What follows belongs to an exercise in optimizing a design on an open flow for small area; a production flow would make more cautious choices.
At most, simulation tests tie the RTL to the original design; equivalence was not proved.
For runs 2 to 7, only the layout was checked, not whether the RTL still works.
Power and IR drop assume default switching activity.

==> design/flow/design.v <==
module pe(
    input clk,
    input rst,
    input [15:0] matchpoint,
    input [15:0] gap_e,
    input [15:0] gap_o,
    input [2:0] Q,
    input [2:0] R,
    input en,
    input signed [32:0] H_up,
    input signed [32:0] D_up,
    output reg signed [32:0] curr_H,
    output reg signed [32:0] curr_I,
    output reg signed [32:0] curr_D,
    output [3:0] ptr
);
    reg signed [32:0] H_diag;
    wire signed [32:0] D_out;
    wire signed [32:0] H_out;
    wire signed [32:0] I_out;
    wire [15:0] matchin;
    assign matchin = (Q==R) ? matchpoint :16'd0;
    always @(posedge clk or posedge rst) begin
        if(rst) begin
            H_diag <= 33'd0;
        end else begin
            H_diag <= H_up;
        end
    end
    ALU pe_alu(
        .clk(clk), 
        .rst(rst), 
        .H_up(H_up),
        .D_up(D_up),
        .H_diag(H_diag),
        .H_left(curr_H),
        .I_left(curr_I),
        .gap_o(gap_o),
        .gap_e(gap_e),
        .matchpoint(matchin),
        .H_out(H_out),
        .D_out(D_out),
        .I_out(I_out),
        .ptr(ptr)
    );
    always @(posedge clk or posedge rst) begin
        if (rst) begin
            curr_H <= 33'd0;
            curr_D <= 33'd0;
            curr_I <= 33'd0;
        end else begin
            curr_H <= H_out;
            curr_D <= D_out;
            curr_I <= I_out;
        end
    end
endmodule
module ALU(
    input clk,
    input rst,
    input signed [32:0] H_up,
    input signed [32:0] D_up,
    input signed [32:0] H_diag,
    input signed [32:0] H_left,
    input signed [32:0] I_left,
    input [15:0] gap_o,
    input [15:0] gap_e,
    input [15:0] matchpoint,
    output signed [32:0] H_out,
    output signed [32:0] D_out,
    output signed [32:0] I_out,
    output reg [3:0] ptr  
);
    reg signed [32:0] H_out_reg;
    reg signed [32:0] D_out_reg;
    reg signed [32:0] I_out_reg;
    wire signed [32:0] I1;
    wire signed [32:0] I2;
    wire signed [32:0] D1;
    wire signed [32:0] D2;
    wire signed [32:0] H1;
    wire signed [32:0] H2;
    wire signed [32:0] H3;
    wire signed [32:0] H4;
    assign I1 = H_left - gap_o;
    assign I2 = I_left - gap_e;
    assign D1 = H_up - gap_o;
    assign D2 = D_up - gap_e;
    assign H1 = 33'd0;
    assign H2 = I_out_reg;
    assign H3 = D_out_reg;
    assign H4 = H_diag + matchpoint;
    assign I_out = I_out_reg; 
    assign D_out = D_out_reg;
    assign H_out = H_out_reg;
    always @(posedge clk or posedge rst) begin
        if (rst) begin
            I_out_reg <= 33'd0; 
            D_out_reg <= 33'd0; 
            H_out_reg <= 33'd0; 
            ptr <= 4'd0; 
        end else begin
            if (I1 >= I2) begin
                I_out_reg <= I1;
                ptr[3] <= 1'b0;
            end else begin
                I_out_reg <= I2;
                ptr[3] <= 1'b1;
            end
            if (D1 >= D2) begin
                D_out_reg <= D1;
                ptr[2] <= 1'b0;
            end else begin
                D_out_reg <= D2;
                ptr[2] <= 1'b1;
            end
            if (H1 >= H2 && H1 >= H3 && H1 >= H4) begin 
                H_out_reg <= H1;
                ptr[1:0] <= 2'd0;
            end else if (H2 >= H3 && H2 >= H4) begin
                H_out_reg <= H2;
                ptr[1:0] <= 2'd1;
            end else if (H3 >= H4) begin 
                H_out_reg <= H3;
                ptr[1:0] <= 2'd2;
            end else begin
                H_out_reg <= H4;
                ptr[1:0] <= 2'd3;
            end
        end
    end
endmodule
==> design/flow/run.sh <==
#!/bin/bash
# synth_recipe.tcl (not shown) runs the flow's synth.tcl, then flattens the netlist and writes it again
# the make line also repeats each setting of config.mk as NAME=value (left out here)
make -C /OpenROAD-flow-scripts/flow DESIGN_CONFIG=/design/flow/config.mk WORK_HOME=/design/flow/orfs CLKGATE_MAP_FILE= SYNTH_SCRIPT=/design/flow/synth_recipe.tcl finish
==> design/flow/config.mk <==
export PLATFORM = sky130hd
export DESIGN_NAME = pe
export DESIGN_NICKNAME = pe
export VERILOG_FILES = /design/flow/design.v
export SDC_FILE = /design/flow/constraint.sdc
export NUM_CORES = 4
export LEC_CHECK = 0
export CAP_MARGIN = 20
export CORE_MARGIN = 2
export CORE_UTILIZATION = 40
export SLEW_MARGIN = 20
==> design/flow/constraint.sdc <==
create_clock -name core_clock -period 7.5 [get_ports {clk}]
set_input_delay 1.5000 -clock core_clock [delete_from_list [all_inputs] [get_ports {clk}]]
set_output_delay 1.5000 -clock core_clock [all_outputs]
set_load 0.01 [all_outputs]
==> run notes, run 1 <==
Yosys warnings=2; post-route DRC violation count=0; initial antenna violation count=0; met2 WL post-DR=27.0 mm; TritonCTS buffer count=26; post-DR vias/cell=5.53; flop2flop setup slack=1.93 ns; Post-Syn Area=17600 µm²; highest routed layer=met4; Buffers on Ports=224; endpoints failing hold=0; grt ovf=0; Peak Freq=143 MHz; Synth cell types=82; min Tclk post-route=6.99 ns; Mapped Cells=1880; top-area cell type share of the netlist area=33.4%; status=no timing/DRC/antenna violations; launch point of the worst path=Q[0]; CP endpoint kind=register; Setup crit end=pe_alu.H_out_reg[13]$_DFF_PP0_; worst-margin pin slew=0.944 ns; final-report setup violation count=0; Max IR drop VDD=0.209 mV; post-route ant nets=0; met1 WL=27.1 mm; die area=45700 µm²; top_reg_cell synth=dfrtp_1; period utilisation layout=93.2%; Initial Util=40.7%; crit path max fanout=20; postcts setup bufs=0; EDFF count, synth=0; Critical Path Start Type=input port; total power=8.31 mW; fin util=50.9%; slowest stage cell, crit path=clkdlybuf4s50_1; worst flop-to-flop path endpoint=pe_alu.I_out_reg[2]$_DFF_PP0_; Setup Crit Path Kind=input port to register; share of layout cells above drive strength 1=7.78%; Syn Area/Cell=9.37 µm²; largest net degree at the start of global routing=150; CTS sink count=235; DRT Wirelength=58.6 mm; Power Density=378 nW/µm²; leading area contributor after synthesis=dfrtp_1; Die Ht=214 µm; number of global-route vias before repair=15630; drt first pass iters=5; DR iter-0 viols=901; I/O Pins=226; pre-CTS setup slack=-0.0298 ns; Total GRT Usage=25.8%; Worst Hold Class=register to register; # rows=76; Routed WL per cell=21.2 µm; CTS tree=yes; chip width=214 µm; Critical Path RT=7.91 ns; fin nets=2537; synthesized flop and latch total=235; Hold Buf Count CTS=0; sequential cell area fraction in the yosys report=33.4%; Skew-Pair Late Insertion Delay=0.56 ns; Core Area=43300 µm²; MaxCap Viol Count=0; LEAKAGE=10.2 nW; Bufs on Longest Clock Path=3; area grow syn2layout=25.0%; RR Startpoint=curr_H[0]$_DFF_PP0_; CTS root buffer=clkbuf_16; Resized cells post-CTS=0; H-tree Lvls=1; Placer Congestion=0.914; syn nets=2252; WL met3=2.81 mm; via count=15328; Rel. slew slack=37.1%; top post-synthesis cells by area=dfrtp_1 33%, ha_1 17%, xnor2_1 4.0%, a21oi_1 3.6%, xor2_1 3.4%; Clock Skews=0.0145 ns; RSZ-0062 raised after global routing=false; final worst slack=0.511 ns; max-slew violations=0; first-pass GRT wire length=88.9 mm; WP data arrival=7.40 ns; crit-path max cell delay=0.47 ns; R2R cell count=26; DP Wirelength=48.4 mm; Async S/R FF share, synth=100%; CTS clk-pin slew, worst paths=0.06 ns
==> synth_stat cells (6+ instances only) <==
cell,number
a211o_1,19
a211oi_1,17
a21o_1,54
a21oi_1,128
a221oi_1,10
a31oi_1,11
and2_1,25
and3_1,17
and4_1,7
buf_2,10
clkbuf_1,24
dfrtp_1,235
ha_1,244
inv_1,155
mux2_2,6
mux2i_1,43
nand2_1,104
nand2b_1,22
nand3_1,46
nand4_1,39
nor2_1,114
nor2b_1,30
nor3_1,57
nor4_1,37
o211ai_1,17
o21a_1,25
o21ai_0,61
o21bai_1,13
o31ai_1,13
or2_2,8
or3_1,15
or4_1,7
xnor2_1,81
xor2_1,68
==> stage by stage <==
step | setup TNS, ns | std cells | instance area [µm²] | hold WS [ns]
after floorplan | 0 | 1880 | 17600 | 0.331
after global placement | 0 | 2722 | 21100 | 0.332
after detailed placement | -0.0298 | 2722 | 21100 | 0.335
after CTS | 0 | 2769 | 22000 | 0.348
after global routing | 0 | 2769 | 22000 | 0.354
final | 0 | 2770 | 22000 | 0.347
==> cells by family after synthesis <==
kind of cell / after synthesis / share of synthesized area [%]
buf+inv: 202 / 4.59
xor+xnor: 149 / 7.41
flops: 235 / 33.4
fa+ha+maj: 251 / 18.0
mux: 54 / 3.25
simple gates: 549 / 16.2
compound gates: 440 / 17.1
==> routing by layer <==
metal	global-route usage, %	vias up
met2	42.7	403
li1	-	7394
met4	8.00	0
met5	0	-
met3	2.77	86
met1	35.4	7445
==> power breakdown <==
part	internal (mW)	switching (mW)	total, mW	leakage [nW]
clock	0.811	0.551	1.36	0.433
combinational	2.20	2.44	4.64	6.96
sequential	1.75	0.555	2.31	2.76
total	4.76	3.55	8.31	10.2
==> area by class of cell <==
cell class | count | area [µm²]
fillers | 4069 | 21300
multi-input cells | 1443 | 10900
flip-flops and latches | 235 | 5880
repair buffers | 303 | 2960
clock buffers | 36 | 759
well taps | 585 | 732
inverters | 156 | 589
clock inverters | 11 | 148
diodes | 1 | 2.50
==> how the worst min path moves through the flow <==
stage                                        start                   end  slack (ns)  cells after the start
floorplan            pe_alu.H_out_reg[0]$_DFF_PP0_   curr_H[0]$_DFF_PP0_        0.33                      0
global placement    pe_alu.H_out_reg[16]$_DFF_PP0_  curr_H[16]$_DFF_PP0_        0.33                      0
detailed placement  pe_alu.H_out_reg[15]$_DFF_PP0_  curr_H[15]$_DFF_PP0_        0.33                      0
CTS                  pe_alu.H_out_reg[2]$_DFF_PP0_   curr_H[2]$_DFF_PP0_        0.35                      0
global route        pe_alu.H_out_reg[30]$_DFF_PP0_  curr_H[30]$_DFF_PP0_        0.35                      0
finish              pe_alu.H_out_reg[16]$_DFF_PP0_  curr_H[16]$_DFF_PP0_        0.35                      0
==> critical path: cells and delay by family <==
kind / cells / cell delay, ns
compound gates: 12 / 2.88
xor+xnor: 2 / 0.41
fa+ha+maj: 3 / 0.91
buf+inv: 3 / 0.82
simple gates: 7 / 0.86
==> cell usage in the layout (no fill, tap or decap), types with 6 or more instances in the layout <==
| cell type | n |
|---|---|
| o31ai_1 | 13 |
| a31oi_1 | 11 |
| a211oi_1 | 17 |
| xnor2_1 | 81 |
| ha_1 | 244 |
| xor2_1 | 68 |
| o21bai_1 | 13 |
| and2_1 | 25 |
| nor3_1 | 57 |
| a21oi_1 | 128 |
| inv_1 | 154 |
| or4_1 | 7 |
| a211o_1 | 19 |
| o211ai_1 | 17 |
| nor2_1 | 114 |
| a21o_1 | 54 |
| clkbuf_16 | 27 |
| mux2_2 | 6 |
| mux2i_1 | 43 |
| nand2_1 | 104 |
| nor4_1 | 37 |
| or3_1 | 15 |
| buf_12 | 10 |
| nand3_1 | 45 |
| o21a_1 | 25 |
| dfrtp_1 | 235 |
| nand2b_1 | 22 |
| a221oi_1 | 10 |
| and4_1 | 7 |
| or2_2 | 8 |
| nand4_1 | 39 |
| nor2b_1 | 30 |
| clkdlybuf4s50_1 | 224 |
| and3_1 | 17 |
| buf_4 | 69 |
| o21ai_0 | 61 |
==> run 2: changes to the inputs <==
==> design/flow/design.v (replaced) <==
module pe(
    input clk,
    input rst,
    input [15:0] matchpoint,
    input [15:0] gap_e,
    input [15:0] gap_o,
    input [2:0] Q,
    input [2:0] R,
    input en,
    input signed [32:0] H_up,
    input signed [32:0] D_up,
    output signed [32:0] curr_H,
    output reg signed [32:0] curr_I,
    output reg signed [32:0] curr_D,
    output [3:0] ptr
);
    reg signed [32:0] Hd, Ir, Dr;
    reg [31:0] Hr, cH;
    reg [3:0] p;
    assign curr_H = {1'b0, cH};
    assign ptr = p;
    function [32:0] sub16;
        input [32:0] a;
        input [15:0] b;
        integer i;
        reg c, bb;
        begin
            c = 1'b1;
            for (i = 0; i < 33; i = i + 1) begin
                bb = (i < 16) ? ~b[i] : 1'b1;
                sub16[i] = a[i] ^ bb ^ c;
                c = (a[i] & bb) | (c & (a[i] ^ bb));
            end
        end
    endfunction
    function [32:0] add16;
        input [32:0] a;
        input [15:0] b;
        integer i;
        reg c, bb;
        begin
            c = 1'b0;
            for (i = 0; i < 33; i = i + 1) begin
                bb = (i < 16) ? b[i] : 1'b0;
                add16[i] = a[i] ^ bb ^ c;
                c = (a[i] & bb) | (c & (a[i] ^ bb));
            end
        end
    endfunction
    function ge;
        input [32:0] x;
        input [32:0] y;
        integer i;
        reg c, xa, yb;
        begin
            c = 1'b1;
            for (i = 0; i < 33; i = i + 1) begin
                xa = (i == 32) ? ~x[i] : x[i];
                yb = (i == 32) ? y[i] : ~y[i];
                c = (xa & yb) | (c & (xa | yb));
            end
            ge = c;
        end
    endfunction
    wire [15:0] m = (Q == R) ? matchpoint : 16'd0;
    wire [32:0] I1 = sub16({1'b0, cH}, gap_o);
    wire [32:0] I2 = sub16(curr_I, gap_e);
    wire [32:0] D1 = sub16(H_up, gap_o);
    wire [32:0] D2 = sub16(D_up, gap_e);
    wire [32:0] H4 = add16(Hd, m);
    wire selI = ~ge(I1, I2);
    wire selD = ~ge(D1, D2);
    wire [32:0] In = selI ? I2 : I1;
    wire [32:0] Dn = selD ? D2 : D1;
    wire gDH = ge(Dr, H4);
    wire [32:0] b = gDH ? Dr : H4;
    wire [1:0] bi = gDH ? 2'd2 : 2'd3;
    wire gIb = ge(Ir, b);
    wire [32:0] c = gIb ? Ir : b;
    wire [1:0] ci = gIb ? 2'd1 : bi;
    wire pos = ~c[32] & (|c[31:0]);
    wire [31:0] Hn = pos ? c[31:0] : 32'd0;
    wire [1:0] hi = pos ? ci : 2'd0;
    always @(posedge clk or posedge rst) begin
        if (rst) begin
            Hd <= 33'd0;
            Ir <= 33'd0;
            Dr <= 33'd0;
            Hr <= 32'd0;
            cH <= 32'd0;
            curr_I <= 33'd0;
            curr_D <= 33'd0;
            p <= 4'd0;
        end else begin
            Hd <= H_up;
            Ir <= In;
            Dr <= Dn;
            Hr <= Hn;
            cH <= Hr;
            curr_I <= Ir;
            curr_D <= Dr;
            p <= {selI, selD, hi};
        end
    end
endmodule
--- a/design/flow/config.mk
+++ b/design/flow/config.mk
@@ -5,6 +5,7 @@
 export SDC_FILE = /design/flow/constraint.sdc
 export NUM_CORES = 4
 export LEC_CHECK = 0
+export ABC_AREA = 1
 export CAP_MARGIN = 20
 export CORE_MARGIN = 2
 export CORE_UTILIZATION = 40
==> run notes, run 2 <==
status=complete, but fails checks; Setup Crit Path Kind=input port to register; top post-synthesis cells by area=dfrtp_1 44%, fa_1 11%, nand2_1 8.9%, ha_1 8.0%, inv_1 7.5%; LEAKAGE=9.94 nW; chip width=186 µm; Core Area=32500 µm²; pre-CTS setup slack=-7.87 ns; top-area cell type share of the netlist area=44.1%; DRT Wirelength=40.6 mm; launch point of the worst path=Q[2]; Top Family by Delay on Critical Path=adder cells; leading area contributor after synthesis=dfrtp_1; Mapped Cells=1392; max-slew violations=0; Post-Syn Area=13200 µm²; Synth cell types=40; CTS tree=yes; Reg power frac=24.3%; grt ovf=0; Syn Area/Cell=9.50 µm²; CTS clk-pin slew, worst paths=0.06 ns; post-synthesis simple-gate area fraction=18.0%; Routed WL per cell=17.4 µm; Total GRT Usage=23.9%; CTS sink count=233; WP depth=95; CTS root buffer=clkbuf_16; Post-synth top cells=312 x nand2_1, 264 x inv_1, 233 x dfrtp_1; crit path max fanout=6; fin nets=2150; endpoints failing hold=0; worst-margin pin slew=0.853 ns; flop2flop setup slack=-5.86 ns; # rows=66; post-route ant nets=0; via count=11035; first-pass GRT wire length=62.8 mm; Clock Skews=0.0156 ns; worst flop-to-flop path endpoint=Hr[12]$_DFF_PP0_; Yosys warnings=1; Worst path most repeated cell=nand3_2; Compound-Gate Fraction of Synth Area=8.35%; area share of fa/ha/maj cells after synthesis=19.4%; R2R cell count=89; syn nets=1675; Critical Path Start Type=input port; Async S/R FF share, synth=100%; RR Startpoint=Hd[0]$_DFF_PP0_; Internal=5.17 mW; slowest stage cell, crit path=fa_2; Peak Freq=69.7 MHz; Die Ht=186 µm; Setup crit end=Hr[12]$_DFF_PP0_; share of synthesized area spent on multiplexers=0%; largest family of logic cells by synthesized area=adder cells; Power Density=404 nW/µm²; Worst Path Buf+Inv=12; Clock Power Share=15.5%; Bufs on Longest Clock Path=3; Buffers on Ports=223; Rel. slew slack=43.2%; RSZ-0062 raised after global routing=true; TritonCTS buffer count=27; Skew-Pair Late Insertion Delay=0.55 ns; share of layout cells above drive strength 1=40.4%; commonest cells after routing, fill and taps aside=243 x nand2_1, 235 x inv_1, 233 x dfrtp_1; Synth Area in XOR/XNOR=0.397%; WP data arrival=14.79 ns; final-report setup violation count=102; largest net degree at the start of global routing=77; Sw Ratio=39.9%; CP endpoint kind=register; Critical Path RT=7.95 ns; net switching power=3.42 mW; synthesized flop and latch total=233; top-count cell post-synth=nand2_1; min Tclk post-route=14.34 ns; Worst Hold Class=register to register; top_reg_cell synth=dfrtp_1; EDFF count, synth=0; crit-path max cell delay=0.38 ns; sequential cell area fraction in the yosys report=44.1%; number of global-route vias before repair=11763; MaxCap Viol Count=0; Fail Reasons=setup timing; DR iter-0 viols=410; DP Wirelength=27.3 mm; period utilisation layout=191%; Placer Congestion=0.863; area grow syn2layout=60.8%; Hold Buf Count CTS=0; WHS=0.346 ns; combinational power share=60.1%; H-tree Lvls=1; post-DR vias/cell=4.74; initial antenna violation count=2; I/O Pins=226; die area=34500 µm²; final worst slack=-6.84 ns; most common cell after layout, fill and taps aside=nand2_1; Max IR drop VDD=0.293 mV; drt first pass iters=5; post-route DRC violation count=0; Initial Util=40.7%
run 2: metal layers:
metal	wire [µm]	global-route usage (%)	up-vias
li1	-	-	5321
met1	17700	31.6	5401
met2	20200	40.4	253
met3	1670	3.87	58
met4	945	7.15	2
met5	13	0	-
run 2: metrics by stage:
| step | area (µm²) | instances | setup TNS (ns) | power [mW] | util, % |
|---|---|---|---|---|---|
| final | 21300 | 2330 | -370.52 | 8.59 | 65.4 |
| after global routing | 21300 | 2330 | -407.47 | 9.17 | 65.4 |
| after CTS | 20900 | 2328 | -369.55 | 8.35 | 64.3 |
| after detailed placement | 18700 | 2233 | -471.44 | 5.98 | 57.6 |
| after global placement | 18700 | 2233 | -459.41 | 5.91 | 57.6 |
| after floorplan | 14700 | 1392 | -344.80 | 4.30 | - |
run 2: worst min path at each step:
stage | end | slack, ns | startpoint | cells past startpoint
global route | cH[6]$_DFF_PP0_ | 0.35 | Hr[6]$_DFF_PP0_ | 0
floorplan | cH[0]$_DFF_PP0_ | 0.33 | Hr[0]$_DFF_PP0_ | 0
finish | cH[8]$_DFF_PP0_ | 0.35 | Hr[8]$_DFF_PP0_ | 0
global placement | cH[23]$_DFF_PP0_ | 0.33 | Hr[23]$_DFF_PP0_ | 0
CTS | cH[8]$_DFF_PP0_ | 0.34 | Hr[8]$_DFF_PP0_ | 0
detailed placement | cH[23]$_DFF_PP0_ | 0.34 | Hr[23]$_DFF_PP0_ | 0
run 2: power groups by stage:
stage	logic (mW)	registers, mW	clock network [mW]
final	5.17	2.09	1.33
after global placement	3.79	2.11	0
after detailed placement	3.87	2.11	0
after global routing	5.61	2.15	1.41
after CTS	4.89	2.10	1.36
after floorplan	2.25	2.06	0
run 2: cell families (layout without fill, tap and decap cells):
family                     after synthesis  count (layout)
and+or+nand+nor                        503             507
other                                    1               2
DFF                                    233             233
AOI/OAI and AO/OA                      185             185
buffers and inverters                  304             795
adders and majority gates              160             160
xor gates and xnor gates                 6               6
run 2: what timing repair did:
action / in CTS / in global routing
setup buffers: 27 / 9
pin swaps: 44 / 31
resized for setup: 237 / 110
cloned: 20 / 3
endpoints found under the setup margin: 102 / 102
run 2: final cells by class:
cell class / count / area (µm²)
Clock buffer: 41 / 818
Inverter: 270 / 1040
Clock inverter: 8 / 80.1
Multi-Input combinational cell: 859 / 8220
Sequential cell: 233 / 5830
Antenna cell: 1 / 2.50
Timing Repair Buffer: 476 / 4720
Tap cell: 442 / 553
Fill cell: 2636 / 11300
run 2: worst reg2reg max path, delay by kind of cell, from the launching register on:
kind	cells	cell delay [ns]
adders and majority gates	32	8.07
and+or+nand+nor	45	3.41
buffers and inverters	10	1.08
DFF	1	0.41
AOI/OAI and AO/OA	2	0.22
==> run 3: changes to the inputs <==
--- a/design/flow/design.v
+++ b/design/flow/design.v
@@ -72,15 +72,15 @@
     wire selD = ~ge(D1, D2);
     wire [32:0] In = selI ? I2 : I1;
     wire [32:0] Dn = selD ? D2 : D1;
+    wire gID = ge(Ir, Dr);
+    wire gIH = ge(Ir, H4);
     wire gDH = ge(Dr, H4);
-    wire [32:0] b = gDH ? Dr : H4;
-    wire [1:0] bi = gDH ? 2'd2 : 2'd3;
-    wire gIb = ge(Ir, b);
-    wire [32:0] c = gIb ? Ir : b;
-    wire [1:0] ci = gIb ? 2'd1 : bi;
-    wire pos = ~c[32] & (|c[31:0]);
-    wire [31:0] Hn = pos ? c[31:0] : 32'd0;
-    wire [1:0] hi = pos ? ci : 2'd0;
+    wire wI = gID & gIH & ~Ir[32];
+    wire wD = ~gID & gDH & ~Dr[32];
+    wire wH = ~gIH & ~gDH & ~H4[32];
+    wire [31:0] Hn = ({32{wI}} & Ir[31:0]) | ({32{wD}} & Dr[31:0]) | ({32{wH}} & H4[31:0]);
+    wire nz = |Hn;
+    wire [1:0] hi = nz ? {wD | wH, wI | wH} : 2'd0;
     always @(posedge clk or posedge rst) begin
         if (rst) begin
             Hd <= 33'd0;
==> design/flow/flow/run.sh (new file) <==
#!/bin/bash
# Own layout flow: the standard ORFS flow, with two changes:
#  - synthesis maps with an area-oriented ABC script (flow/abc_area.script),
#  - ports are buffered with sky130_fd_sc_hd__buf_1 instead of the default cell.
# Every tool's output goes to a log file in this folder.
set -uo pipefail
here=$(pwd)
rm -rf "$here/scripts_copy"
cp -r "$FLOW_HOME/scripts" "$here/scripts_copy"
cp "$here/flow/abc_area.script" "$here/scripts_copy/abc_area.script"
knobs=(SCRIPTS_DIR="$here/scripts_copy" ABC_AREA=1)
[ -f "$here/flow/knobs.txt" ] && while read -r l; do [ -n "$l" ] && knobs+=("$l"); done < "$here/flow/knobs.txt"
bash standard.sh "${knobs[@]}" finish > "$here/flow_make.log" 2>&1
rc=$?
cp -r "$here/orfs/logs" "$here/orfs_logs" 2>/dev/null
exit $rc
==> design/flow/flow/abc_area.script (new file) <==
strash; dch -f; amap; topo; stime -c
==> design/flow/flow/knobs.txt (new file) <==
BUFFER_PORTS_ARGS=-buffer_cell sky130_fd_sc_hd__buf_1
ADDER_MAP_FILE=
==> design/flow/standard.sh (new file) <==
#!/bin/bash
# synth_recipe.tcl (not shown) runs the flow's synth.tcl, then flattens the netlist and writes it again
# the make line also repeats each setting of config.mk as NAME=value (left out here)
make -C /OpenROAD-flow-scripts/flow DESIGN_CONFIG=/design/flow/config.mk WORK_HOME=/design/flow/orfs CLKGATE_MAP_FILE= SYNTH_SCRIPT=/design/flow/synth_recipe.tcl "${@:-finish}"
--- a/design/flow/config.mk
+++ b/design/flow/config.mk
@@ -5,7 +5,6 @@
 export SDC_FILE = /design/flow/constraint.sdc
 export NUM_CORES = 4
 export LEC_CHECK = 0
-export ABC_AREA = 1
 export CAP_MARGIN = 20
 export CORE_MARGIN = 2
 export CORE_UTILIZATION = 40
removed: design/flow/run.sh
==> run notes, run 3 <==
post-route DRC violation count=0; LEAKAGE=9.39 nW; Setup Crit Path Kind=input port to register; status=complete, but fails checks; sequential cell area fraction in the yosys report=46.6%; Buffers on Ports=223; crit path max fanout=8; Worst Hold Class=register to register; top post-synthesis cells by area=dfrtp_1 47%, o21ai_0 15%, clkinv_1 11%, a22oi_1 6.4%, a21oi_1 5.8%; synthesized flop and latch total=233; Clock Skews=0.0140 ns; CP endpoint kind=register; Skew-Pair Late Insertion Delay=0.53 ns; WP data arrival=10.92 ns; post-DR vias/cell=5.25; Worst path most repeated cell=o21ai_1; top-count cell post-synth=clkinv_1; leading area contributor after synthesis=dfrtp_1; Hold Buf Count CTS=0; endpoints failing hold=0; CTS clk-pin slew, worst paths=0.06 ns; grt ovf=0; slowest stage cell, crit path=or3_4; Bufs on Longest Clock Path=3; Initial Util=40.8%; TritonCTS buffer count=25; area grow syn2layout=80.0%; min Tclk post-route=10.51 ns; Total GRT Usage=27.1%; Core Area=30700 µm²; MaxCap Viol Count=0; CTS tree=yes; syn nets=1739; worst-margin pin slew=0.973 ns; top_reg_cell synth=dfrtp_1; fin nets=2507; Critical Path Start Type=input port; CTS sink count=233; WHS=0.335 ns; Max IR drop VDD=0.243 mV; DRT Wirelength=47.4 mm; final-report setup violation count=100; initial antenna violation count=3; # rows=64; Routed WL per cell=16.9 µm; Placer Congestion=0.875; Async S/R FF share, synth=100%; Post-synth top cells=378 x clkinv_1, 363 x o21ai_0, 233 x dfrtp_1; die area=32700 µm²; first-pass GRT wire length=71.0 mm; Rel. slew slack=35.1%; final worst slack=-3.01 ns; crit-path max cell delay=0.45 ns; RSZ-0062 raised after global routing=true; DP Wirelength=28.8 mm; I/O Pins=226; Fail Reasons=setup timing; commonest cells after routing, fill and taps aside=429 x buf_4, 268 x clkinv_1, 233 x dfrtp_1; period utilisation layout=140%; fin util=73.4%; number of global-route vias before repair=14355; most common cell after layout, fill and taps aside=buf_4; total negative slack=-142.04 ns; max-slew violations=0; Synth cell types=23; placed cells=2536; CTS root buffer=clkbuf_16; Mapped Cells=1616; post-route ant nets=0; top-area cell type share of the netlist area=46.6%; share of layout cells above drive strength 1=49.6%; Syn Area/Cell=7.73 µm²; H-tree Lvls=1; Critical Path RT=7.91 ns; Die Ht=181 µm; Peak Freq=95.1 MHz; Layout Cells excl Fill=2801; Yosys warnings=1; Power Density=395 nW/µm²; largest net degree at the start of global routing=136; drt first pass iters=5; via count=14711; chip width=181 µm; DR iter-0 viols=675; Post-Syn Area=12500 µm²; EDFF count, synth=0; pre-CTS setup slack=-3.56 ns
## run 3: cell count changes in the layout (fill, tap and decap cells not counted), moves of 73 or more
| cell | delta |
|---|---|
| buf_4 | +228 |
| buf_1 | +214 |
| clkdlybuf4s50_1 | -205 |
| fa_2 | -75 |
| o21ai_2 | +88 |
| inv_1 | -235 |
| o21ai_1 | +103 |
| nand2_1 | -198 |
| a22oi_1 | +73 |
| ha_4 | -84 |
| a21oi_1 | +87 |
| clkinv_1 | +268 |
## run 3: path summary, 6_finish.rpt
| check | from | end | slack (ns) | cells after the start |
|---|---|---|---|---|
| setup / recovery | R[2] | p[1]$_DFF_PP0_ | -3.01 | 84 |
| hold / removal | Hr[6]$_DFF_PP0_ | cH[6]$_DFF_PP0_ | 0.33 | 0 |
| setup reg to reg | Hd[1]$_DFF_PP0_ | p[1]$_DFF_PP0_ | -1.64 | 79 |
| hold reg to reg | Hr[6]$_DFF_PP0_ | cH[6]$_DFF_PP0_ | 0.33 | 0 |
| max in group asynchronous | rst | Hr[6]$_DFF_PP0_ | 5.11 | 3 |
| min in group asynchronous | rst | curr_D[14]$_DFF_PP0_ | 1.13 | 2 |
## run 3: kinds of logic (layout without fill, tap and decap cells)
| group | Yosys count | in the layout | synth area share [%] |
|---|---|---|---|
| compound gates | 729 | 729 | 33.0 |
| buf+inv | 379 | 1158 | 11.4 |
| simple gates | 274 | 280 | 8.92 |
| flops | 233 | 233 | 46.6 |
| other cells | 1 | 5 | 0.0300 |
## run 3: where the power goes
| part | internal, mW | switching (mW) | total [mW] |
|---|---|---|---|
| registers | 1.64 | 0.446 | 2.09 |
| clock network | 0.754 | 0.511 | 1.27 |
| logic | 2.72 | 2.81 | 5.53 |
## run 3: through the flow
step / power, mW / cell area, µm²
2_1_floorplan: 3.72 / 13200
3_3_place_gp: 5.11 / 16900
3_5_place_dp: 5.20 / 16900
4_1_cts: 8.42 / 21400
5_1_grt: 9.39 / 22500
6_report: 8.89 / 22500
## run 3: area by class of cell
| class | count | area [µm²] |
|---|---|---|
| diodes | 4 | 10.0 |
| repair buffers | 736 | 5340 |
| multi-input cells | 1010 | 8350 |
| well taps | 396 | 495 |
| clock buffers | 36 | 707 |
| clock inverters | 8 | 115 |
| fillers | 2182 | 8170 |
| flip-flops and latches | 233 | 5830 |
| inverters | 378 | 1660 |
## run 3: metal layers
| layer | share of wire [%] | track usage (%) | vias up |
|---|---|---|---|
| li1 | - | - | 7108 |
| met1 | 39 | 33.1 | 7023 |
| met2 | 51 | 49.3 | 442 |
| met3 | 5.0 | 2.96 | 138 |
| met4 | 4.2 | 9.52 | 0 |
| met5 | 0 | 0 | - |
## run 3: worst max-delay path, delay by kind of cell
kind            cells  cell delay (ns)
compound gates     60             5.94
simple gates       16             2.53
buf+inv             8             0.89
## run 3: what timing repair did
| action | CTS | global route |
|---|---|---|
| endpoints found under the setup margin | 102 | 102 |
| pin swaps | 101 | 124 |
| hold endpoints to repair | 0 | 0 |
| gates resized for setup | 677 | 278 |
| setup buffers | 160 | 58 |
| cloned | 16 | 1 |
==> run 4: changes to the inputs <==
--- a/design/flow/design.v
+++ b/design/flow/design.v
@@ -23,13 +23,18 @@
         input [32:0] a;
         input [15:0] b;
         integer i;
-        reg c, bb;
+        reg c, bb, z;
         begin
             c = 1'b1;
-            for (i = 0; i < 33; i = i + 1) begin
-                bb = (i < 16) ? ~b[i] : 1'b1;
+            for (i = 0; i < 16; i = i + 1) begin
+                bb = ~b[i];
                 sub16[i] = a[i] ^ bb ^ c;
                 c = (a[i] & bb) | (c & (a[i] ^ bb));
+            end
+            z = 1'b1;
+            for (i = 16; i < 33; i = i + 1) begin
+                sub16[i] = a[i] ^ (~c & z);
+                z = z & ~a[i];
             end
         end
     endfunction
@@ -37,13 +42,17 @@
         input [32:0] a;
         input [15:0] b;
         integer i;
-        reg c, bb;
+        reg c, p;
         begin
             c = 1'b0;
-            for (i = 0; i < 33; i = i + 1) begin
-                bb = (i < 16) ? b[i] : 1'b0;
-                add16[i] = a[i] ^ bb ^ c;
-                c = (a[i] & bb) | (c & (a[i] ^ bb));
+            for (i = 0; i < 16; i = i + 1) begin
+                add16[i] = a[i] ^ b[i] ^ c;
+                c = (a[i] & b[i]) | (c & (a[i] ^ b[i]));
+            end
+            p = 1'b1;
+            for (i = 16; i < 33; i = i + 1) begin
+                add16[i] = a[i] ^ (c & p);
+                p = p & a[i];
             end
         end
     endfunction
==> design/flow/flow/abc_area.script (replaced) <==
strash; dch -f; map -D 6000; topo; buffer -c; upsize -D 6000; dnsize -D 6000; stime -c
==> run notes, run 4 <==
Worst path most repeated cell=maj3_2; Critical Path RT=7.95 ns; final worst slack=-0.493 ns; TritonCTS buffer count=25; top-count cell post-synth=nand2_1; Bufs on Longest Clock Path=3; min Tclk post-route=7.99 ns; DRT Wirelength=44.0 mm; crit-path max cell delay=0.32 ns; syn nets=1829; area share of fa/ha/maj cells after synthesis=2.51%; status=complete, but fails checks; Critical Path Start Type=input port; Synth Area in XOR/XNOR=9.15%; endpoints failing hold=0; Post-Syn Area=13700 µm²; crit path max fanout=7; Yosys warnings=1; Initial Util=40.7%; EDFF count, synth=0; slowest stage cell, crit path=maj3_2; Clock Skews=0.0155 ns; sequential cell area fraction in the yosys report=42.7%; post-synthesis simple-gate area fraction=20.7%; Core Area=33600 µm²; post-DR vias/cell=4.89; Mapped Cells=1706; WP data arrival=8.45 ns; leading area contributor after synthesis=dfrtp_1; most common cell after layout, fill and taps aside=buf_4; synthesized flop and latch total=233; Post-synth top cells=337 x nand2_1, 257 x inv_1, 233 x dfrtp_1; RSZ-0062 raised after global routing=true; DP Wirelength=29.7 mm; Routed WL per cell=16.0 µm; CTS clk-pin slew, worst paths=0.06 ns; Buffers on Ports=223; Placer Congestion=0.863; Total GRT Usage=24.2%; max-slew violations=0; CTS tree=yes; commonest cells after routing, fill and taps aside=300 x buf_4, 275 x nand2_1, 252 x inv_1; Skew-Pair Late Insertion Delay=0.53 ns; Fail Reasons=setup timing; largest family of logic cells by synthesized area=simple AND/OR/NAND/NOR gates; flop2flop setup slack=0.24 ns; Synth cell types=56; DR iter-0 viols=850; top-area cell type share of the netlist area=42.7%; MaxCap Viol Count=0; Worst Hold Class=register to register; Syn Area/Cell=8.01 µm²; Peak Freq=125 MHz; Compound-Gate Fraction of Synth Area=15.6%; die area=35700 µm²; initial antenna violation count=2; area grow syn2layout=47.7%; I/O Pins=226; top_reg_cell synth=dfrtp_1; # rows=67; via count=13421; fin nets=2398; Power Density=406 nW/µm²; CTS root buffer=clkbuf_16; drt first pass iters=5; H-tree Lvls=1; placed cells=2621; top post-synthesis cells by area=dfrtp_1 43%, nand2_1 9.3%, inv_1 7.1%, nor2_1 5.7%, xnor2_1 4.8%; period utilisation layout=107%; Die Ht=189 µm; CTS sink count=233; post-route DRC violation count=0; CP endpoint kind=register; total power=8.20 mW; grt ovf=0; pre-CTS setup slack=-1.22 ns; post-route ant nets=0; LEAKAGE=9.59 nW; share of synthesized area spent on multiplexers=0%; share of layout cells above drive strength 1=32.2%; number of global-route vias before repair=12996; Rel. slew slack=35.7%; worst-margin pin slew=0.965 ns; final-report setup violation count=94; Async S/R FF share, synth=100%; Max IR drop VDD=0.246 mV; first-pass GRT wire length=68.0 mm; chip width=189 µm; Layout Cells excl Fill=2743; Fillers=2890; Setup Crit Path Kind=input port to register; largest net degree at the start of global routing=166
==> run 4: final timing paths <==
path,startpoint,end,cells after the start
max,R[0],p[1]$_DFF_PP0_,50
min,Hr[29]$_DFF_PP0_,cH[29]$_DFF_PP0_,0
max reg2reg,curr_I[1]$_DFF_PP0_,Ir[30]$_DFF_PP0_,46
min reg2reg,Hr[29]$_DFF_PP0_,cH[29]$_DFF_PP0_,0
max in group asynchronous,rst,curr_D[32]$_DFF_PP0_,3
min in group asynchronous,rst,curr_D[14]$_DFF_PP0_,2
==> run 4: layout make-up <==
cell class	count	area (µm²)	share of cell area [%]
Multi-Input combinational cell	1176	7820	38.7
Antenna cell	2	5.00	0.0248
Tap cell	448	561	2.78
Timing Repair Buffer	570	4080	20.2
Sequential cell	233	5830	28.9
Clock buffer	33	696	3.45
Inverter	269	1020	5.06
Clock inverter	12	175	0.867
==> run 4: kinds of logic (layout without fill, tap and decap cells) <==
group                    Yosys count  in the layout
AND/OR/NAND/NOR                  681            681
AO/OA/AOI/OAI                    320            320
buffers and inverters            297            884
flip-flops                       233            233
XOR/XNOR                         142            142
adder cells (fa/ha/maj)           32             32
other                              1              3
==> run 4: timing repair <==
action | in CTS | in global routing
setup endpoints to repair | 100 | 100
resized for setup | 192 | 162
gates cloned | 18 | 2
pin swaps | 49 | 97
hold buffers | 0 | 0
buffers inserted | 48 | 18
==> run 4: report_power, final <==
group / switching, mW / total (mW) / internal (mW)
registers: 0.421 / 2.09 / 1.66
clock network: 0.528 / 1.32 / 0.791
logic: 2.53 / 4.79 / 2.26
total: 3.48 / 8.20 / 4.71
==> run 4: layer usage <==
metal  GRT usage (%)  part of all wire [%]
met5               0                     0
met4            7.54                   3.0
met3            4.41                   6.2
met2            38.7                    45
met1            33.6                    45
==> run 4: critical path, delay by kind of cell <==
kind | cells | cell delay, ns
fa+ha+maj | 8 | 2.40
compound gates | 17 | 1.97
simple gates | 17 | 1.63
buf+inv | 6 | 0.69
xor+xnor | 2 | 0.23
==> run 4: through the flow <==
| stage | setup TNS (ns) | hold slack, ns | utilization (%) | area (µm²) |
|---|---|---|---|---|
| global route | -73.46 | 0.353 | 60.1 | 20200 |
| floorplan | -0.0161 | 0.331 | - | 13800 |
| detailed placement | -84.19 | 0.335 | 50.8 | 17100 |
| CTS | -25.57 | 0.347 | 57.9 | 19500 |
| global placement | -71.58 | 0.333 | 50.8 | 17100 |
| finish | -29.97 | 0.347 | 60.1 | 20200 |
==> run 5: changes to the inputs <==
==> design/flow/flow/abc_area.script (replaced) <==
strash; dch -f; map -D 5500; topo; buffer -c; upsize -D 5500; dnsize -D 5500; stime -c
==> run notes, run 5 <==
area grow syn2layout=42.3%; post-route ant nets=0; Mapped Cells=1821; Clock Skews=0.0204 ns; Sw Ratio=43.9%; Setup Crit Path Kind=input port to register; Rel. slew slack=37.5%; post-DR vias/cell=4.99; Internal=4.44 mW; Core Area=33700 µm²; Skew-Pair Late Insertion Delay=0.54 ns; Peak Freq=132 MHz; synthesized flop and latch total=233; chip width=190 µm; Die Ht=190 µm; H-tree Lvls=1; Syn Area/Cell=7.57 µm²; leading area contributor after synthesis=dfrtp_1; CTS sink count=233; combinational power share=57.0%; Critical Path Start Type=input port; Placer Congestion=0.854; endpoints failing hold=0; top-count cell post-synth=nand2_1; CTS tree=yes; commonest cells after routing, fill and taps aside=319 x nand2_1, 273 x inv_1, 240 x buf_4; Fillers=3035; share of layout cells above drive strength 1=25.5%; crit-path max cell delay=0.38 ns; period utilisation layout=101%; CTS clk-pin slew, worst paths=0.06 ns; Post-Syn Area=13800 µm²; post-route DRC violation count=0; fin nets=2454; min Tclk post-route=7.57 ns; Power Density=403 nW/µm²; MaxCap Viol Count=0; DRT Wirelength=45.3 mm; Async S/R FF share, synth=100%; RSZ-0062 raised after global routing=true; largest net degree at the start of global routing=74; Reg power frac=26.5%; status=complete, but fails checks; top-area cell type share of the netlist area=42.3%; drt first pass iters=5; TritonCTS buffer count=28; Hold Buf Count CTS=0; Clock Power Share=16.5%; Worst Hold Class=register to register; WHS=0.341 ns; final worst slack=-0.0659 ns; Routed WL per cell=16.2 µm; WP data arrival=8.03 ns; total negative slack=-0.128 ns; net switching power=3.47 mW; LEAKAGE=9.53 nW; Post-synth top cells=369 x nand2_1, 286 x inv_1, 233 x dfrtp_1; most common cell after layout, fill and taps aside=nand2_1; number of global-route vias before repair=12917; I/O Pins=226; Max IR drop VDD=0.232 mV; max-slew violations=0; slowest stage cell, crit path=a31oi_4; EDFF count, synth=0; Fail Reasons=setup timing; CTS root buffer=clkbuf_16; Initial Util=40.9%; Bufs on Longest Clock Path=3; syn nets=1944; Total GRT Usage=22.1%; Worst path most repeated cell=nand2_2; Synth cell types=49; Buffers on Ports=223; via count=13966; first-pass GRT wire length=63.8 mm; final-report setup violation count=6; # rows=67; crit path max fanout=6; top post-synthesis cells by area=dfrtp_1 42%, nand2_1 10%, inv_1 7.8%, nor2_1 6.2%, nand3_1 5.3%; initial antenna violation count=2; top_reg_cell synth=dfrtp_1; DR iter-0 viols=806; die area=36000 µm²; worst-margin pin slew=0.937 ns; Critical Path RT=7.96 ns; CP endpoint kind=register; DP Wirelength=31.4 mm; Yosys warnings=1; sequential cell area fraction in the yosys report=42.3%; grt ovf=0
## run 5: routing by layer
metal | GRT usage [%] | wire, µm | vias to the layer above
li1 | - | - | 6929
met1 | 31.4 | 20700 | 6533
met2 | 35.7 | 20700 | 420
met3 | 3.30 | 2640 | 82
met4 | 5.31 | 1060 | 2
met5 | 0 | 120 | -
## run 5: timing repair
action,in CTS,in global routing
setup buffers,0,43
gates cloned,0,16
setup endpoints to repair,2,100
resized for setup,2,359
pin swaps,0,135
## run 5: area by class of cell
class	instances	area [µm²]	area share, %
inverter	289	1090	5.56
multi-input combinational	1271	7750	39.5
timing repair buffer	508	3490	17.8
clock buffer	37	786	4.01
sequential	233	5830	29.7
antenna	2	5.00	0.0255
clock inverter	13	103	0.523
tap	448	561	2.86
## run 5: power groups by stage
stage	sequential [mW]	combinational [mW]	clock, mW
after floorplan	2.05	1.90	0
after global placement	2.08	3.20	0
after detailed placement	2.09	3.27	0
after CTS	2.08	3.29	1.33
after global routing	2.15	4.87	1.38
final	2.09	4.50	1.31
## run 5: final timing paths
check	from	to	slack, ns	depth (start not counted)
worst max-delay path	R[0]	p[1]$_DFF_PP0_	-0.07	54
worst min-delay path	Hr[18]$_DFF_PP0_	cH[18]$_DFF_PP0_	0.34	0
worst max register to register	curr_I[0]$_DFF_PP0_	Ir[26]$_DFF_PP0_	0.85	46
worst min register to register	Hr[18]$_DFF_PP0_	cH[18]$_DFF_PP0_	0.34	0
max in group asynchronous	rst	Dr[22]$_DFF_PP0_	4.76	4
min in group asynchronous	rst	curr_I[0]$_DFF_PP0_	0.95	2
## run 5: cells by family after synthesis
family	share of synthesized area [%]
buf+inv	9.22
other cells	0.0272
xor+xnor	8.32
fa+ha+maj	1.02
flops	42.3
simple gates	25.0
compound gates	14.2
## run 5: stage by stage
stage	cell area [µm²]	instances	utilization (%)	setup WS, ns	total power, mW
2_1_floorplan	13800	1821	-	0.475	3.95
3_3_place_gp	16800	2690	50.0	-0.460	5.29
3_5_place_dp	16800	2690	50.0	-0.522	5.37
4_1_cts	17700	2740	52.7	0.0201	6.69
5_1_grt	19600	2799	58.2	-0.447	8.39
6_report	19600	2801	58.2	-0.0659	7.90
## run 5: critical path: cells and delay by family
kind	cells	cell delay (ns)
buffers and inverters	8	0.97
XOR/XNOR	1	0.18
AND/OR/NAND/NOR	33	3.62
AO/OA/AOI/OAI	12	1.73
==> run 6: changes to the inputs <==
--- a/design/flow/design.v
+++ b/design/flow/design.v
@@ -14,11 +14,10 @@
     output reg signed [32:0] curr_D,
     output [3:0] ptr
 );
-    reg signed [32:0] Hd, Ir, Dr;
-    reg [31:0] Hr, cH;
-    reg [3:0] p;
+    reg signed [32:0] Hd, Ir, Dr, H4r;
+    reg [31:0] cH;
+    reg [1:0] pID;
     assign curr_H = {1'b0, cH};
-    assign ptr = p;
     function [32:0] sub16;
         input [32:0] a;
         input [15:0] b;
@@ -81,34 +80,34 @@
     wire selD = ~ge(D1, D2);
     wire [32:0] In = selI ? I2 : I1;
     wire [32:0] Dn = selD ? D2 : D1;
-    wire gID = ge(Ir, Dr);
-    wire gIH = ge(Ir, H4);
-    wire gDH = ge(Dr, H4);
-    wire wI = gID & gIH & ~Ir[32];
-    wire wD = ~gID & gDH & ~Dr[32];
-    wire wH = ~gIH & ~gDH & ~H4[32];
-    wire [31:0] Hn = ({32{wI}} & Ir[31:0]) | ({32{wD}} & Dr[31:0]) | ({32{wH}} & H4[31:0]);
-    wire nz = |Hn;
-    wire [1:0] hi = nz ? {wD | wH, wI | wH} : 2'd0;
+    wire gID = ge(curr_I, curr_D);
+    wire gIH = ge(curr_I, H4r);
+    wire gDH = ge(curr_D, H4r);
+    wire wI = gID & gIH & ~curr_I[32];
+    wire wD = ~gID & gDH & ~curr_D[32];
+    wire wH = ~gIH & ~gDH & ~H4r[32];
+    wire [31:0] Hr = ({32{wI}} & curr_I[31:0]) | ({32{wD}} & curr_D[31:0]) | ({32{wH}} & H4r[31:0]);
+    wire nz = |Hr;
+    assign ptr = {pID, nz & (wD | wH), nz & (wI | wH)};
     always @(posedge clk or posedge rst) begin
         if (rst) begin
             Hd <= 33'd0;
             Ir <= 33'd0;
             Dr <= 33'd0;
-            Hr <= 32'd0;
+            H4r <= 33'd0;
             cH <= 32'd0;
             curr_I <= 33'd0;
             curr_D <= 33'd0;
-            p <= 4'd0;
+            pID <= 2'd0;
         end else begin
             Hd <= H_up;
             Ir <= In;
             Dr <= Dn;
-            Hr <= Hn;
+            H4r <= H4;
             cH <= Hr;
             curr_I <= Ir;
             curr_D <= Dr;
-            p <= {selI, selD, hi};
+            pID <= {selI, selD};
         end
     end
 endmodule
==> design/flow/flow/abc_area.script (replaced) <==
strash; dch -f; map -D 5000; topo; buffer -c; upsize -D 5000; dnsize -D 5000; stime -c
--- a/design/flow/config.mk
+++ b/design/flow/config.mk
@@ -8,4 +8,5 @@
 export CAP_MARGIN = 20
 export CORE_MARGIN = 2
 export CORE_UTILIZATION = 40
+export GPL_TIMING_DRIVEN = 0
 export SLEW_MARGIN = 20
==> run notes, run 6 <==
min Tclk post-route=8.06 ns; Rel. slew slack=50.1%; GR Layer Usage met2=37.3%; die area=34600 µm²; Max IR drop VDD=0.252 mV; commonest cells after routing, fill and taps aside=283 x inv_1, 261 x nand2_1, 227 x dfrtp_1; grt ovf=0; I/O Pins=226; final-report setup violation count=14; Hold Buf Count CTS=0; Buffers on Ports=223; MaxCap Viol Count=0; Async S/R FF share, synth=100%; max-slew violations=0; net switching power=3.30 mW; launch point of the worst path=H4r[1]$_DFF_PP0_; post-DR vias/cell=5.08; slowest stage cell, crit path=dfrtp_1; CTS tree=yes; Routed WL per cell=16.9 µm; area grow syn2layout=29.4%; Worst Path Buf+Inv=4; status=complete, but fails checks; crit-path max cell delay=0.39 ns; EDFF count, synth=0; Synth cell types=47; share of layout cells above drive strength 1=15.5%; most common cell after layout, fill and taps aside=inv_1; leading area contributor after synthesis=dfrtp_1; final worst slack=-0.560 ns; Power Density=439 nW/µm²; # rows=66; CTS root buffer=clkbuf_16; Mapped Cells=1679; largest net degree at the start of global routing=36; Internal=4.23 mW; fin nets=2101; number of global-route vias before repair=11694; DR iter-0 viols=969; CP endpoint kind=primary output; WP data arrival=6.56 ns; synthesized flop and latch total=232; H-tree Lvls=1; Initial Util=40.7%; Clock Power Share=17.0%; fin util=52.7%; Setup Crit Path Kind=register to primary output; Skew-Pair Late Insertion Delay=0.55 ns; Top Family by Delay on Critical Path=compound AO/OA/AOI/OAI gates; RSZ-0062 raised after global routing=true; endpoints failing hold=0; initial antenna violation count=0; Reg power frac=25.8%; Clock Skews=0.0403 ns; Critical Path Start Type=register; Worst Hold Class=register to register; GR Util met3=4.09%; worst-margin pin slew=0.748 ns; crit path max fanout=10; DRT Wirelength=41.2 mm; Post-Syn Area=13200 µm²; Placer Congestion=0.926; RR Startpoint=cH[1]$_DFF_PP0_; post-route DRC violation count=0; Fail Reasons=setup timing; drt first pass iters=5; Yosys warnings=1; Total GRT Usage=22.8%; Peak Freq=124 MHz; hold_sp=Dr[20]$_DFF_PP0_; period utilisation layout=107%; first-pass GRT wire length=61.1 mm; Post-synth top cells=297 x nand2_1, 286 x inv_1, 232 x dfrtp_1; chip width=186 µm; Core Area=32500 µm²; combinational power share=57.1%; LEAKAGE=8.14 nW; Top Usage Layer GRT=met2; Syn Area/Cell=7.89 µm²; TritonCTS buffer count=27; top_reg_cell synth=dfrtp_1; Bufs on Longest Clock Path=3; Worst path most repeated cell=o22ai_1; Sw Ratio=43.8%; WHS=0.331 ns; top-count cell post-synth=nand2_1; DP Wirelength=31.4 mm; CTS sink count=232; post-route ant nets=0; Critical Path RT=6.00 ns; top post-synthesis cells by area=dfrtp_1 44%, nand2_1 8.4%, inv_1 8.1%, nor2_1 6.3%, xor2_1 4.6%; Die Ht=186 µm; M1 GR Usage=30.5%; via count=12390; sequential cell area fraction in the yosys report=43.8%; syn nets=1802; CTS clk-pin slew, worst paths=0.06 ns; top-area cell type share of the netlist area=43.8%
-- run 6: cell types whose count changed after synthesis, sizes merged, moves of 8 or more --
cell	change
nand3	-119
a22oi	+14
nand2	-65
o22ai	+8
or2	-8
o21ai	+32
o211ai	-10
o21a	-18
o221ai	+30
-- run 6: layout make-up --
cell class	instances	area [µm²]
flip-flops and latches	232	5810
repair buffers	271	1480
clock buffers	37	753
inverters	289	1110
diodes	1	2.50
fillers	3129	15400
multi-input cells	1133	7010
plain buffers	24	325
well taps	442	553
clock inverters	8	100
-- run 6: metal layers --
metal	routed length (µm)	vias up
li1	-	6094
met1	18400	5870
met2	18900	348
met3	2520	78
met4	1380	0
met5	0	-
-- run 6: worst register-to-register path: cells and delay by family, from the launching register on --
family / cells / cell delay, ns
DFF: 1 / 0.34
adders and majority gates: 5 / 1.71
and+or+nand+nor: 23 / 2.43
buffers and inverters: 4 / 0.57
xor gates and xnor gates: 1 / 0.18
AOI/OAI and AO/OA: 12 / 1.55
-- run 6: power groups by stage --
stage / sequential (mW) / clock (mW) / combinational [mW]
after floorplan: 1.92 / 0 / 2.10
after global placement: 1.94 / 0 / 2.99
after detailed placement: 1.94 / 0 / 3.02
after CTS: 1.93 / 1.31 / 3.19
after global routing: 1.99 / 1.36 / 4.66
final: 1.94 / 1.28 / 4.30
-- run 6: cells by family after synthesis --
family / Yosys count / share of synthesized area (%)
and+or+nand+nor: 616 / 19.1
AOI/OAI and AO/OA: 374 / 18.2
buffers and inverters: 314 / 9.34
DFF: 232 / 43.8
xor gates and xnor gates: 133 / 8.79
adders and majority gates: 9 / 0.727
other: 1 / 0.0283
-- run 6: path summary, 6_finish.rpt --
path,end,slack [ns],cells past startpoint
hold reg to reg,curr_D[20]$_DFF_PP0_,0.33,0
setup / recovery,ptr[0],-0.56,42
max in group asynchronous,curr_D[26]$_DFF_PP0_,5.25,6
setup reg to reg,Ir[24]$_DFF_PP0_,0.65,45
hold / removal,curr_D[20]$_DFF_PP0_,0.33,0
min in group asynchronous,cH[3]$_DFF_PP0_,0.97,2
-- run 6: what timing repair did --
item | 4_1_cts | 5_1_grt
gates resized for setup | 90 | 190
pin swaps | 25 | 72
gates cloned | 2 | 7
setup endpoints to repair | 66 | 70
buffers inserted | 6 | 26
-- run 6: per-stage QoR --
stage	TNS (ns)	total power [mW]	worst slack [ns]	area [µm²]	std cells
CTS	-9.05	6.43	-0.649	16100	2404
floorplan	0	4.01	0.498	13300	1679
detailed placement	-70.91	4.97	-1.46	14800	2351
finish	-1.20	7.53	-0.560	17100	2437
global route	-11.28	8.01	-1.05	17100	2436
global placement	-69.14	4.92	-1.46	14600	2344
==> run 7: changes to the inputs <==
==> design/flow/flow/abc_area.script (replaced) <==
strash; dch -f; map -D 5500; topo; buffer -c; upsize -D 5500; dnsize -D 5500; stime -c
==> run notes, run 7 <==
CP endpoint kind=primary output; top_reg_cell synth=dfrtp_1; post-DR vias/cell=5.10; Layout Cells excl Fill=2499; Skew-Pair Late Insertion Delay=0.55 ns; MaxCap Viol Count=0; post-route DRC violation count=0; multi-input combinational cell area=7540 µm²; Fail Reasons=setup timing; CTS tree=yes; commonest cells after routing, fill and taps aside=272 x inv_1, 237 x nand2_1, 228 x dfrtp_1; Yosys warnings=1; total negative slack=-14.65 ns; Rel. slew slack=48.9%; Critical Path RT=6.00 ns; worst-margin pin slew=0.759 ns; CTS sink count=232; initial antenna violation count=0; Fillers=2890; Die Ht=185 µm; # rows=66; number of global-route vias before repair=12375; DP Wirelength=30.8 mm; chip width=185 µm; period utilisation layout=114%; crit-path max cell delay=0.40 ns; Worst Hold Class=register to register; LEAKAGE=8.72 nW; Post-Syn Area=13100 µm²; WP data arrival=7.04 ns; I/O Pins=226; Buffers on Ports=223; fin util=57.4%; Setup Crit Path Kind=register to primary output; Critical Path Start Type=register; area grow syn2layout=41.7%; Syn Area/Cell=7.91 µm²; status=complete, but fails checks; Reg area=5810 µm²; crit path max fanout=4; H-tree Lvls=1; Routed WL per cell=17.6 µm; Ant. Diodes=0; total power=8.01 mW; synthesized flop and latch total=232; grt ovf=0; Mapped Cells=1657; Max IR drop VDD=0.268 mV; endpoints failing hold=0; die area=34200 µm²; placed cells=2329; Worst Path Buf+Inv=7; Post-synth top cells=303 x nand2_1, 285 x inv_1, 232 x dfrtp_1; DR iter-0 viols=823; first-pass GRT wire length=64.8 mm; Placer Congestion=0.976; top-count cell post-synth=nand2_1; final worst slack=-1.04 ns; TritonCTS buffer count=27; leading area contributor after synthesis=dfrtp_1; most common cell after layout, fill and taps aside=inv_1; Synth cell types=41; Total GRT Usage=24.5%; RSZ-0062 raised after global routing=true; Core Area=32400 µm²; slowest stage cell, crit path=dfrtp_1; Async S/R FF share, synth=100%; post-route ant nets=0; share of layout cells above drive strength 1=23.6%; top-area cell type share of the netlist area=44.3%; drt first pass iters=5; Top Family by Delay on Critical Path=compound AO/OA/AOI/OAI gates; CTS root buffer=clkbuf_16; via count=12743; Worst path most repeated cell=a21oi_1; EDFF count, synth=0; Power Density=431 nW/µm²; min Tclk post-route=8.54 ns; Initial Util=40.5%; top post-synthesis cells by area=dfrtp_1 44%, nand2_1 8.7%, inv_1 8.2%, nor2_1 5.8%, xor2_1 5.1%; Peak Freq=117 MHz; CTS clk-pin slew, worst paths=0.06 ns; syn nets=1780; max-slew violations=0; DRT Wirelength=44.1 mm; sequential cell area fraction in the yosys report=44.3%; pre-CTS setup slack=-1.72 ns; fin nets=2161; largest net degree at the start of global routing=36; Clock Skews=0.0206 ns; Bufs on Longest Clock Path=3; final-report setup violation count=35
## run 7: cell count changes in the layout (fill, tap and decap cells not counted), moves of 8 or more
cell	previous run	this run
buf_6	8	18
nand2_2	26	45
buf_4	28	91
o21ai_2	28	39
nor2_1	218	189
o21ai_0	46	24
a22oi_1	33	11
a21oi_1	66	58
o221ai_2	17	25
nand2_1	261	237
o21ai_1	29	56
o221ai_1	25	14
inv_1	283	272
o221ai_4	3	18
## run 7: worst register-to-register path, delay by kind of cell (launching register included)
| kind | cells | cell delay [ns] |
|---|---|---|
| flops | 1 | 0.38 |
| simple gates | 19 | 1.96 |
| fa+ha+maj | 7 | 2.36 |
| buf+inv | 19 | 2.27 |
| compound gates | 3 | 0.26 |
## run 7: worst paths after layout
check,cells past startpoint,start,to,slack (ns)
max,49,curr_I[1]$_DFF_PP0_,ptr[0],-1.04
min in group asynchronous,2,rst,curr_I[18]$_DFF_PP0_,1.03
max in group asynchronous,5,rst,curr_D[31]$_DFF_PP0_,5.39
max reg2reg,48,cH[1]$_DFF_PP0_,Ir[18]$_DFF_PP0_,0.18
min reg2reg,0,Ir[18]$_DFF_PP0_,curr_I[18]$_DFF_PP0_,0.34
min,0,Ir[18]$_DFF_PP0_,curr_I[18]$_DFF_PP0_,0.34
## run 7: metrics by stage
| stage | hold slack, ns | area (µm²) |
|---|---|---|
| 2_1_floorplan | 0.331 | 13100 |
| 3_3_place_gp | 0.331 | 14500 |
| 4_1_cts | 0.342 | 17300 |
| 3_5_place_dp | 0.335 | 14600 |
| 5_1_grt | 0.348 | 18600 |
| 6_report | 0.344 | 18600 |
## run 7: report_power, final
| part | total [mW] | internal, mW | switching, mW | leakage (nW) |
|---|---|---|---|---|
| combinational | 4.75 | 2.11 | 2.64 | 5.47 |
| clock | 1.32 | 0.793 | 0.532 | 0.439 |
| sequential | 1.93 | 1.59 | 0.343 | 2.81 |
## run 7: area by class of cell
cell class	count	share of cell area (%)
multi-input cells	1112	40.6
flip-flops and latches	232	31.3
repair buffers	352	12.0
inverters	285	5.83
clock buffers	35	3.96
well taps	442	2.98
plain buffers	28	2.54
clock inverters	13	0.829
## run 7: layer usage
layer  GRT usage (%)  wire [µm]  vias up
met1            31.8      18700     6071
met3            3.72       2570       83
met2            42.2      21400      364
li1                -          -     6225
met4            7.81       1460        0
met5               0          0        -
## run 7: what timing repair did
item | 4_1_cts | 5_1_grt
setup endpoints to repair | 68 | 74
pin swaps | 41 | 76
hold buffers | 0 | 0
gates cloned | 10 | 4
resized for setup | 270 | 226
buffers inserted | 68 | 41
## run 7: kinds of logic (layout without fill, tap and decap cells)
family / Yosys count / in the layout / synth area share (%)
compound gates: 366 / 366 / 17.5
other cells: 1 / 1 / 0.0286
simple gates: 592 / 592 / 18.3
flops: 232 / 232 / 44.3
xor+xnor: 133 / 133 / 8.89
fa+ha+maj: 20 / 20 / 1.61
buf+inv: 313 / 713 / 9.34
==> run 8: changes to the inputs <==
--- a/design/flow/design.v
+++ b/design/flow/design.v
@@ -87,8 +87,10 @@
     wire wD = ~gID & gDH & ~curr_D[32];
     wire wH = ~gIH & ~gDH & ~H4r[32];
     wire [31:0] Hr = ({32{wI}} & curr_I[31:0]) | ({32{wD}} & curr_D[31:0]) | ({32{wH}} & H4r[31:0]);
-    wire nz = |Hr;
-    assign ptr = {pID, nz & (wD | wH), nz & (wI | wH)};
+    wire xI = wI & (|curr_I[31:0]);
+    wire xD = wD & (|curr_D[31:0]);
+    wire xH = wH & (|H4r[31:0]);
+    assign ptr = {pID, xD | xH, xI | xH};
     always @(posedge clk or posedge rst) begin
         if (rst) begin
             Hd <= 33'd0;
==> design/flow/flow/abc_area.script (replaced) <==
strash; dc2; dc2; dch -f; map -D 5500; topo; buffer -c; upsize -D 5500; dnsize -D 5500; stime -c
==> run notes, run 8 <==
chip width=185 µm; WHS=0.344 ns; RR Startpoint=curr_I[1]$_DFF_PP0_; CTS root buffer=clkbuf_16; CTS clk-pin slew, worst paths=0.06 ns; WP data arrival=8.78 ns; grt ovf=0; syn nets=1709; post-DR vias/cell=5.08; Yosys warnings=1; post-route ant nets=0; area share of fa/ha/maj cells after synthesis=1.63%; Buffers on Ports=223; Skew-Pair Late Insertion Delay=0.53 ns; sequential cell area fraction in the yosys report=44.4%; hold path endpoint=curr_I[12]$_DFF_PP0_; MaxCap Viol Count=0; Compound-Gate Fraction of Synth Area=17.6%; status=complete, but fails checks; Fail Reasons=setup timing; Die Ht=185 µm; slowest stage cell, crit path=or3_4; Bufs on Longest Clock Path=3; top post-synthesis cells by area=dfrtp_1 44%, inv_1 7.4%, nand2_1 7.1%, nor2_1 5.9%, xnor2_1 5.4%; Setup Crit Path Kind=input port to register; Routed WL per cell=17.4 µm; Placer Congestion=0.886; leading area contributor after synthesis=dfrtp_1; hold depth=0; most common cell after layout, fill and taps aside=inv_1; Critical Path RT=7.91 ns; Core Area=32400 µm²; largest family of logic cells by synthesized area=compound AO/OA/AOI/OAI gates; Mapped Cells=1586; H-tree Lvls=1; synthesized flop and latch total=232; max-slew violations=0; Post-Syn Area=13100 µm²; Ant. Diodes=0; die area=34200 µm²; share of synthesized area spent on multiplexers=0%; top-count cell post-synth=inv_1; Initial Util=40.4%; min Tclk post-route=8.38 ns; # rows=66; R2R cell count=50; via count=11938; Async S/R FF share, synth=100%; TritonCTS buffer count=26; Layout Cells excl Fill=2348; worst flop-to-flop path endpoint=Ir[16]$_DFF_PP0_; Synth cell types=49; share of layout cells above drive strength 1=14.3%; worst-margin pin slew=0.756 ns; flop2flop setup slack=0.56 ns; largest net degree at the start of global routing=36; total power=6.26 mW; Critical Path Start Type=input port; hold_sp=Ir[12]$_DFF_PP0_; EDFF count, synth=0; top-area cell type share of the netlist area=44.4%; crit path max fanout=7; Syn Area/Cell=8.24 µm²; CP endpoint kind=register; fin nets=2011; first-pass GRT wire length=61.8 mm; final-report setup violation count=34; placed cells=2258; top_reg_cell synth=dfrtp_1; post-route DRC violation count=0; number of global-route vias before repair=11272; Worst Hold Class=register to register; crit-path max cell delay=0.38 ns; Clock Skews=0.00679 ns; drt first pass iters=6; LEAKAGE=7.56 nW; commonest cells after routing, fill and taps aside=255 x inv_1, 229 x dfrtp_1, 224 x nand2_1; area grow syn2layout=27.0%; Worst path most repeated cell=maj3_2; DR iter-0 viols=844; endpoints failing hold=0; RSZ-0062 raised after global routing=true; initial antenna violation count=0; Max IR drop VDD=0.212 mV; DP Wirelength=30.6 mm; post-synthesis simple-gate area fraction=17.1%; CTS sink count=232; period utilisation layout=112%; Peak Freq=119 MHz; I/O Pins=226; Synth Area in XOR/XNOR=10.4%; DRT Wirelength=40.8 mm; Power Density=377 nW/µm²; Post-synth top cells=259 x inv_1, 248 x nand2_1, 232 x dfrtp_1; final worst slack=-0.876 ns; Total GRT Usage=23.5%; CTS tree=yes; Rel. slew slack=49.1%
## run 8: cell types whose count changed in the layout (fill, tap and decap cells not counted), sizes merged, moves of 7 or more
cell,before,now
a22oi,15,27
nand3,27,14
o22ai,37,48
buf,361,282
clkbuf,54,65
o221ai,57,68
o21a,11,2
nand2,312,252
a21oi,90,64
a2bb2oi,7,0
xnor2,57,81
and3,1,9
nor2,201,208
inv,283,259
## run 8: stage by stage
step	cell area, µm²	TNS, ns	worst slack [ns]	utilization, %
CTS	16300	-28.10	-0.906	50.2
global placement	14500	-126.31	-2.00	44.9
global route	16600	-60.78	-1.13	51.3
floorplan	13100	-22.96	-0.706	-
detailed placement	14700	-135.30	-2.18	45.3
finish	16600	-27.09	-0.876	51.3
## run 8: cell families (layout without fill, tap and decap cells)
logic type / count (synthesis) / in the layout
AOI/OAI and AO/OA: 349 / 349
xor gates and xnor gates: 155 / 155
adders and majority gates: 20 / 20
buffers and inverters: 294 / 614
other: 1 / 1
DFF: 232 / 232
and+or+nand+nor: 535 / 535
## run 8: power breakdown
part	switching [mW]	internal, mW	leakage, nW
clock	0.517	0.791	0.433
combinational	1.87	1.14	4.34
sequential	0.339	1.60	2.79
total	2.72	3.54	7.56
## run 8: area by class of cell
type                    instances  area [µm²]
fillers                      3097       15800
multi-input cells            1060        6590
flip-flops and latches        232        5810
repair buffers                275        1480
inverters                     260         990
clock buffers                  39         791
well taps                     442         553
plain buffers                  33         308
clock inverters                 7        87.6
## run 8: how the worst max path moves through the flow
| stage | start | to | slack (ns) |
|---|---|---|---|
| final | gap_e[0] | Dr[28]$_DFF_PP0_ | -0.88 |
| after global routing | gap_e[0] | Dr[28]$_DFF_PP0_ | -1.13 |
| after CTS | gap_e[0] | Dr[28]$_DFF_PP0_ | -0.91 |
| after detailed placement | gap_o[0] | Ir[29]$_DFF_PP0_ | -2.18 |
| after global placement | gap_o[0] | Ir[18]$_DFF_PP0_ | -2.00 |
| after floorplan | D_up[0] | Dr[14]$_DFF_PP0_ | -0.71 |
## run 8: timing repair
item / in CTS / in global routing
endpoints found under the hold margin: 0 / 0
setup endpoints to repair: 75 / 80
pin swaps: 13 / 11
resized for setup: 123 / 85
gates cloned: 3 / 2
buffers inserted: 28 / 16
hold buffers: 0 / 0
## run 8: critical path, delay by kind of cell
family                   cells  cell delay (ns)
adder cells (fa/ha/maj)     10             3.29
AND/OR/NAND/NOR             18             2.48
AO/OA/AOI/OAI                8             0.81
buffers and inverters        6             0.70
## run 8: layer usage
metal  routed length [µm]  GRT usage (%)  vias up
met1                18100           32.8     5609
met3                 2700           4.11       86
met2                18400           36.6      407
met4                 1570           8.76        0
met5                    0              0        -
li1                     -              -     5836

[static timing again, ports no longer ideal]
No port has a modelled driver above. Below, the same layouts with a new extraction and two added sets of constraints.
Step 1 (the two cells are an assumption about what drives the block):
set clk [get_ports {clk}]
set_driving_cell -lib_cell sky130_fd_sc_hd__clkbuf_16 $clk
set_driving_cell -lib_cell sky130_fd_sc_hd__buf_2 [delete_from_list [all_inputs] $clk]
Step 2, shift: input delay + t, output delay - t, t = (earliest + latest rising clock arrival at the registers) / 2. This alone moves slack from input paths to output paths.
Three values: ideal ports, drivers, drivers and shift; two values: the first two.
run | shift t [ns] | setup slack, ns | latest minus earliest clock arrival (ns) | cell pins on the clock port's net
run 1 | 0.606 | 0.511 / 0.544 / -0.062 | 0.015 / 0.016 | 1
run 2 | 0.597 | -6.843 / -6.831 / -7.428 | 0.016 / 0.016 | 1
run 3 | 0.567 | -3.011 / -3.002 / -3.569 | 0.014 / 0.014 | 1
run 4 | 0.577 | -0.493 / -0.486 / -1.063 | 0.016 / 0.015 | 1
run 5 | 0.583 | -0.066 / -0.059 / -0.643 | 0.021 / 0.021 | 1
run 6 | 0.581 | -0.560 / -0.609 / -0.584 | 0.041 / 0.041 | 1
run 7 | 0.595 | -1.043 / -1.095 / -1.021 | 0.021 / 0.021 | 1
run 8 | 0.585 | -0.876 / -0.889 / -1.475 | 0.007 / 0.007 | 1
With both steps, setup timing fails in run 1, where it was met with ideal ports. For run 8, which loses most, drivers alone change the setup slack by -0.013 ns; drivers and shift together by -0.599 ns.
